Source: an optimization exercise on an open RTL-to-GDS flow (aim: small area, a short achievable clock period and few clock cycles). Production flows keep margins and buffers that such runs may drop.
Function was checked by simulation only, so behaviour that the tests miss may differ from the original.
Power is estimated from default activity; no workload was simulated.

## flow/config.mk

```make
export PLATFORM = sky130hd
export DESIGN_NAME = mycpu
export DESIGN_NICKNAME = mycpu
export VERILOG_FILES = /design/flow/design.v
export SDC_FILE = /design/flow/constraint.sdc
export NUM_CORES = 4
export LEC_CHECK = 0
export CAP_MARGIN = 20
export CORE_MARGIN = 2
export CORE_UTILIZATION = 40
export SLEW_MARGIN = 20
```

## flow/constraint.sdc

```tcl
create_clock -name core_clock -period 10.0 [get_ports {clk}]
set_input_delay 2.0000 -clock core_clock [delete_from_list [all_inputs] [get_ports {clk}]]
set_output_delay 2.0000 -clock core_clock [all_outputs]
set_load 0.01 [all_outputs]
```

## flow/design.v

```verilog
`timescale 1ns / 1ps
module mycpu(
	input clk,
	input rst,
	output write,
	output [7:0] ins_addr,
	input [31:0] data_in,
	output [31:0] data_out,
	input [4:0] index,
	output [31:0] reg_out
    );
localparam TYPE_R    = 6'b000000;
localparam TYPE_ADDI = 6'b001000;
localparam TYPE_ANDI = 6'b001100;
localparam TYPE_ORI  = 6'b001101;
localparam TYPE_LW   = 6'b100011;
localparam TYPE_SW   = 6'b101011;
localparam TYPE_BEQ  = 6'b000100;
localparam TYPE_BNE  = 6'b000101;
localparam TYPE_J    = 6'b000010;
localparam FUNC_ADD  = 6'b100000;
localparam FUNC_SUB  = 6'b100010;
localparam FUNC_AND  = 6'b100100;
localparam FUNC_OR   = 6'b100101;
localparam FUNC_SLT  = 6'b101010;
localparam FUNC_SLL  = 6'b000000;
localparam FUNC_SRL  = 6'b000010;
localparam FUNC_SRA  = 6'b000011;
reg [7:0] pc;
reg [7:0] addr;
reg [2:0] stage;
reg [31:0] ins;
reg [1023:0] cRegs;    
localparam [1023:0] RST_VAL = {
	480'h0,                             
	32'd9, 32'hffffffff,                
	96'h0,                              
	32'd11, 32'd10, 32'd9, 32'd8,       
	32'd7, 32'd6, 32'd5, 32'd4,         
	32'd3, 32'd2, 32'd5, 32'd1          
};
wire [5:0] op   = ins[31:26];
wire [4:0] rs   = ins[25:21];
wire [4:0] rt   = ins[20:16];
wire [4:0] rd   = ins[15:11];
wire [4:0] sa   = ins[10:6];
wire [5:0] func = ins[5:0];
wire [31:0] immS = {{16{ins[15]}}, ins[15:0]};
wire [31:0] immZ = {16'h0000, ins[15:0]};
wire [31:0] vs = cRegs[32*rs +: 32];
wire [31:0] vt = cRegs[32*rt +: 32];
wire [7:0] lsAddr = vs[7:0] + ins[7:0];
assign ins_addr = (stage == 3 && (op == TYPE_LW || op == TYPE_SW)) ? lsAddr :
                  (stage == 4 && op == TYPE_LW) ? addr : pc;
assign write = (stage == 3) && (op == TYPE_SW);
assign data_out = vt;
assign reg_out = cRegs[32*index +: 32];
reg        wen;
reg [4:0]  wdst;
reg [31:0] wval;
always @(*) begin
	wen = 1'b0;
	wdst = rt;
	wval = 32'h0;
	case (op)
	TYPE_R: begin
		wdst = rd;
		case (func)
		FUNC_ADD: begin wen = 1'b1; wval = vs + vt; end
		FUNC_SUB: begin wen = 1'b1; wval = vs - vt; end
		FUNC_AND: begin wen = 1'b1; wval = vs & vt; end
		FUNC_OR:  begin wen = 1'b1; wval = vs | vt; end
		FUNC_SLT: begin wen = 1'b1; wval = (vs < vt) ? 32'd1 : 32'd0; end
		FUNC_SLL: begin wen = 1'b1; wval = vt << sa; end
		FUNC_SRL: begin wen = 1'b1; wval = vt >> sa; end
		FUNC_SRA: begin wen = 1'b1; wval = $signed(vt) >>> sa; end
		default: ;
		endcase
	end
	TYPE_ADDI: begin wen = 1'b1; wval = vs + immS; end
	TYPE_ANDI: begin wen = 1'b1; wval = vs & immZ; end
	TYPE_ORI:  begin wen = 1'b1; wval = vs | immZ; end
	default: ;
	endcase
end
always @(posedge clk) begin
	if (rst) begin
		stage <= 3'd0;
		pc <= 8'h00;
		addr <= 8'h00;
	end else begin
		stage <= (stage == 4) ? 3'd1 : stage + 3'd1;
		if (stage == 1) begin
			ins <= data_in;
			pc <= pc + 8'd1;
		end
		if (stage == 3) begin
			addr <= lsAddr;
			case (op)
			TYPE_BEQ: if (vs == vt) pc <= pc + ins[7:0];
			TYPE_BNE: if (vs != vt) pc <= pc + ins[7:0];
			TYPE_J:   pc <= ins[7:0];
			default: ;
			endcase
		end
	end
end
wire        rfWe  = (stage == 3 && wen) || (stage == 4 && op == TYPE_LW);
wire [4:0]  rfDst = (stage == 4) ? rt : wdst;
wire [31:0] rfVal = (stage == 4) ? data_in : wval;
genvar g;
generate
	for (g = 0; g < 32; g = g + 1) begin : regfile
		always @(posedge clk) begin
			if (rst)
				cRegs[32*g +: 32] <= RST_VAL[32*g +: 32];
			else if (rfWe && rfDst == g)
				cRegs[32*g +: 32] <= rfVal;
		end
	end
endgenerate
endmodule
```

## flow/run.sh

```bash
#!/bin/bash
# synth_recipe.tcl (not shown) runs the flow's synth.tcl, then flattens the netlist and writes it again
# the make line also repeats each setting of config.mk as NAME=value (left out here)
make -C /OpenROAD-flow-scripts/flow DESIGN_CONFIG=/design/flow/config.mk WORK_HOME=/design/flow/orfs CLKGATE_MAP_FILE= SYNTH_SCRIPT=/design/flow/synth_recipe.tcl finish
```

==> summary.txt <==
STA
  • Final worst slack: 1070 ps
  • Worst slew pin tran: 1290 ps
  • Final clock skew: 88.4 ps
  • Slew Limit Fails: 0
  • Post-layout min period: around 8900 ps
  • Hold Slack: 483 ps
  • Slew HR: 0.133
  • Fin. Hold Viols: 0
  • # setup viols final: 0
  • Fmax: 0.112 GHz
  • Unrepaired setup endpoints after global routing: no
  • Setup tns final: 0 ps
  • Final worst path period share: 0.893

Yosys
  • Top post-synthesis cells by count: dfxtp_1 (1043), mux4_2 (733), a21oi_1 (695), o21ai_0 (694), nor2_1 (623)
  • Synth unique cells: 91
  • Post-Syn Area: between 70000 and 80000 um^2
  • Most frequent cell after synthesis: dfxtp_1
  • Synthesized flop and latch total: 1075
  • Ys Warns: 1
  • Number of synthesized flops with an enable pin: 32
  • Area contributors post-synth: dfxtp_1 (28%), mux4_2 (22%), mux2i_1 (7.6%), a21oi_1 (4.7%), o21ai_0 (4.7%)
  • Post-synthesis net count: 8009
  • Post-synth ARST share: 0
  • Post-synthesis cell count: 7811
  • Avg Inst Size Synth: between 9 and 10 um^2
  • Post-synth top area share: 0.283
  • Sequential area share after synthesis: 0.296
  • Ys flop type: dfxtp_1
  • Synth area leader: dfxtp_1

Hold path
  • Worst hold path class: reg -> reg
  • Hold path depth: 2

GRT
  • Met2 usage: 0.543
  • Initial antenna violation count: 24
  • Vias in the first global route: 65900
  • Grt met3 use: 0.105
  • Grt met1 use: 0.458
  • GRT Residual Overflow: 0
  • Grt peak-use layer: met2
  • Largest net degree at the start of global routing: around 280
  • First-pass GRT wire length: 497000 um
  • All-Layer GR Usage: 0.365

Worst setup path
  • Worst reg2reg setup slack: 1410 ps
  • Slowest stage delay, CP: 880 ps
  • Crit path from: ins[21]$_DFFE_PP_
  • Critical Path End: ins_addr[6]
  • Max stage delay cell, worst path: edfxtp_1
  • R2R Path Start: ins[21]$_DFFE_PP_
  • Worst path cell trace: buf_4, mux4_2, mux4_2, mux2i_1, inv_1, fa_1, a211oi_1, nor2_1, o21a_1, nor2_1, xor2_1, a21oi_1, clkdlybuf4s50_1
  • Worst-path fanout max: 32
  • Startpoint Class: flop
  • Critical path endpoint category: primary output
  • Critical Path AT: 6930 ps
  • Critical path class: reg -> out
  • R2R depth: 18
  • Worst EP required: around 8000 ps
  • FF-to-FF End: cRegs[406]$_SDFFE_PP0P_

Cells and area
  • Fill count: 17500
  • Multi-input logic area: a little under 50000 um^2
  • Final #Nets: approximately 7600
  • Layout cell share with drive strength beyond 1: 0.178
  • Final Cell Area: 80900 um^2
  • Area Growth Syn to Fin: 9.67%
  • Register Area: 21800 um^2

CTS
  • Post-CTS Setup Bufs: 0
  • # resized after CTS: 0
  • H-tree depth: 3
  • Hold Buf Count CTS: 0
  • Skew-Pair Late Insertion Delay: 830 ps
  • Worst-path clk slew: roughly 60 ps
  • CTS tree: yes
  • Max Buffers Root-to-Sink: 3
  • Clock sinks: 1075
  • Num CTS Buffers: 116
  • CTS root buffer: clkbuf_16

Flow run
  • Max_cap viols: 0

Die
  • Initial Util: 0.403
  • Num rows: 157
  • IO Pins: roughly 110
  • Die Span X: ~430 um
  • Die Area: 188000 um^2
  • Die H: 433 um
  • Core Box Area: ~180000 um^2

Power
  • Leakage power: about 29 nW
  • Pwr per Cell Area: between 100 and 150 nW/um^2
  • Worst vdd ir: 141 uV

Routing
  • DRC: 0
  • First DRT Iteration DRCs: 10200
  • Antenna Nets Post-Route: 0
  • Post-DR vias/cell: 7.03
  • Via Count: 70300
  • Pre-Repair DR Iteration Count: 8
  • Avg WL per Cell: about 35 um
  • Drt total wl: roughly 350000 um

Placed design
  • Dpl hpwl: 228000 um
  • Pre-CTS WS: around 1600 ps
  • Placer Congestion: 1.06
  • Port bufs: 111
  • Placed cell areas: 76900 um^2

Run status
  • Status: finished clean
how the worst min path moves through the flow:
stage                            startpoint                       to
global placement       addr[7]$_SDFFE_PP0P_     addr[7]$_SDFFE_PP0P_
CTS                 cRegs[521]$_SDFFE_PP0P_  cRegs[521]$_SDFFE_PP0P_
floorplan              addr[7]$_SDFFE_PP0P_     addr[7]$_SDFFE_PP0P_
finish              cRegs[521]$_SDFFE_PP0P_  cRegs[521]$_SDFFE_PP0P_
detailed placement  cRegs[521]$_SDFFE_PP0P_  cRegs[521]$_SDFFE_PP0P_
global route        cRegs[835]$_SDFFE_PP0P_  cRegs[835]$_SDFFE_PP0P_
critical path: cells and delay by family, from the launching register on:
kind / cells / cell delay, ps
multiplexers: 3 / 1860
XOR/XNOR: 1 / 310
flip-flops: 1 / 880
adder cells (fa/ha/maj): 1 / 520
AO/OA/AOI/OAI: 3 / 750
AND/OR/NAND/NOR: 2 / 230
buffers and inverters: 3 / 1550
through the flow:
step | utilization | power (mW) | cells
6_report | 0.442 | 10.4 | 9988
5_1_grt | 0.442 | 10.6 | 9983
4_1_cts | 0.442 | 10.4 | 9979
3_5_place_dp | 0.420 | 5.91 | 9769
3_3_place_gp | 0.420 | 5.91 | 9769
2_1_floorplan | - | 5.33 | 7811
registers in the layout, summed over array words and instances (netlist names):
signal and count:
addr 8, cRegs 1024, ins 32, pc 8
stage 3
cells in the final DEF, fill, tap and decap left out, types with 29 or more instances in the layout:
master,instances
clkbuf_16,117
edfxtp_1,32
o31ai_1,55
inv_1,118
ha_1,155
mux2i_1,556
clkdlybuf4s50_1,105
a21o_1,39
o22ai_1,153
a31oi_1,29
nor2_1,587
clkbuf_1,29
nand2_1,523
nand3_1,306
mux4_2,733
xnor2_1,39
a22oi_1,173
o21ai_0,693
nor2_4,35
dfxtp_1,1043
mux2_2,61
o221ai_1,34
nor4_1,50
buf_4,214
a211oi_1,204
a211o_1,39
a21oi_1,692
nor3_1,118
nand4_1,31
report_power, final:
group	leakage, nW	total, mW	switching [mW]	internal [mW]
registers	8.69	4.33	0.0185	4.31
clock network	1.93	4.54	1.99	2.55
logic	18.0	1.54	1.06	0.486
total	28.7	10.4	3.07	7.35
routing by layer:
metal | part of all wire | routed length, um | vias to the layer above
li1 | - | - | 29100
met5 | 0.00047 | 164 | -
met2 | 0.43 | 150000 | 5116
met1 | 0.36 | 128000 | 34700
met3 | 0.13 | 44200 | 1337
met4 | 0.082 | 28700 | 22
layout make-up:
type | count | share of cell area
Antenna cell | 8 | 0.000247
Clock buffer | 171 | 0.0418
Clock inverter | 39 | 0.00697
Inverter | 133 | 0.00626
Multi-Input combinational cell | 5750 | 0.597
Sequential cell | 1075 | 0.270
Tap cell | 2464 | 0.0381
Timing Repair Buffer | 348 | 0.0396
cells by family after synthesis:
| family | after synthesis | synth area share |
|---|---|---|
| adders and majority gates | 159 | 0.0274 |
| DFF | 1075 | 0.296 |
| xor gates and xnor gates | 59 | 0.00700 |
| AOI/OAI and AO/OA | 2355 | 0.194 |
| buffers and inverters | 986 | 0.0561 |
| and+or+nand+nor | 1822 | 0.110 |
| muxes | 1355 | 0.309 |
Testbench counts, summed over its fixed seeds: cycles 117,212.

port drivers added, routing unchanged:
No port has a modelled driver above. Below, the same layout with a new extraction and two added sets of constraints. Step 1, drivers: a clkbuf_16 drives clk and a buf_2 each remaining input, both assumed. Step 2, shift: input delay + t, output delay - t, t = (earliest + latest rising clock arrival at the registers) / 2. This alone moves slack from input paths to output paths. Slacks: ideal / step 1 / step 2; pairs: ideal / step 1.
shift t [ns]: 0.867
setup WS [ns]: 1.071 / 0.989 / 1.412
worst register clock-pin slew, ns: 0.07 / 0.07
After both steps this run still meets setup and hold. The setup slack of this run moves by -0.082 ns with the drivers and by +0.341 ns with both steps.
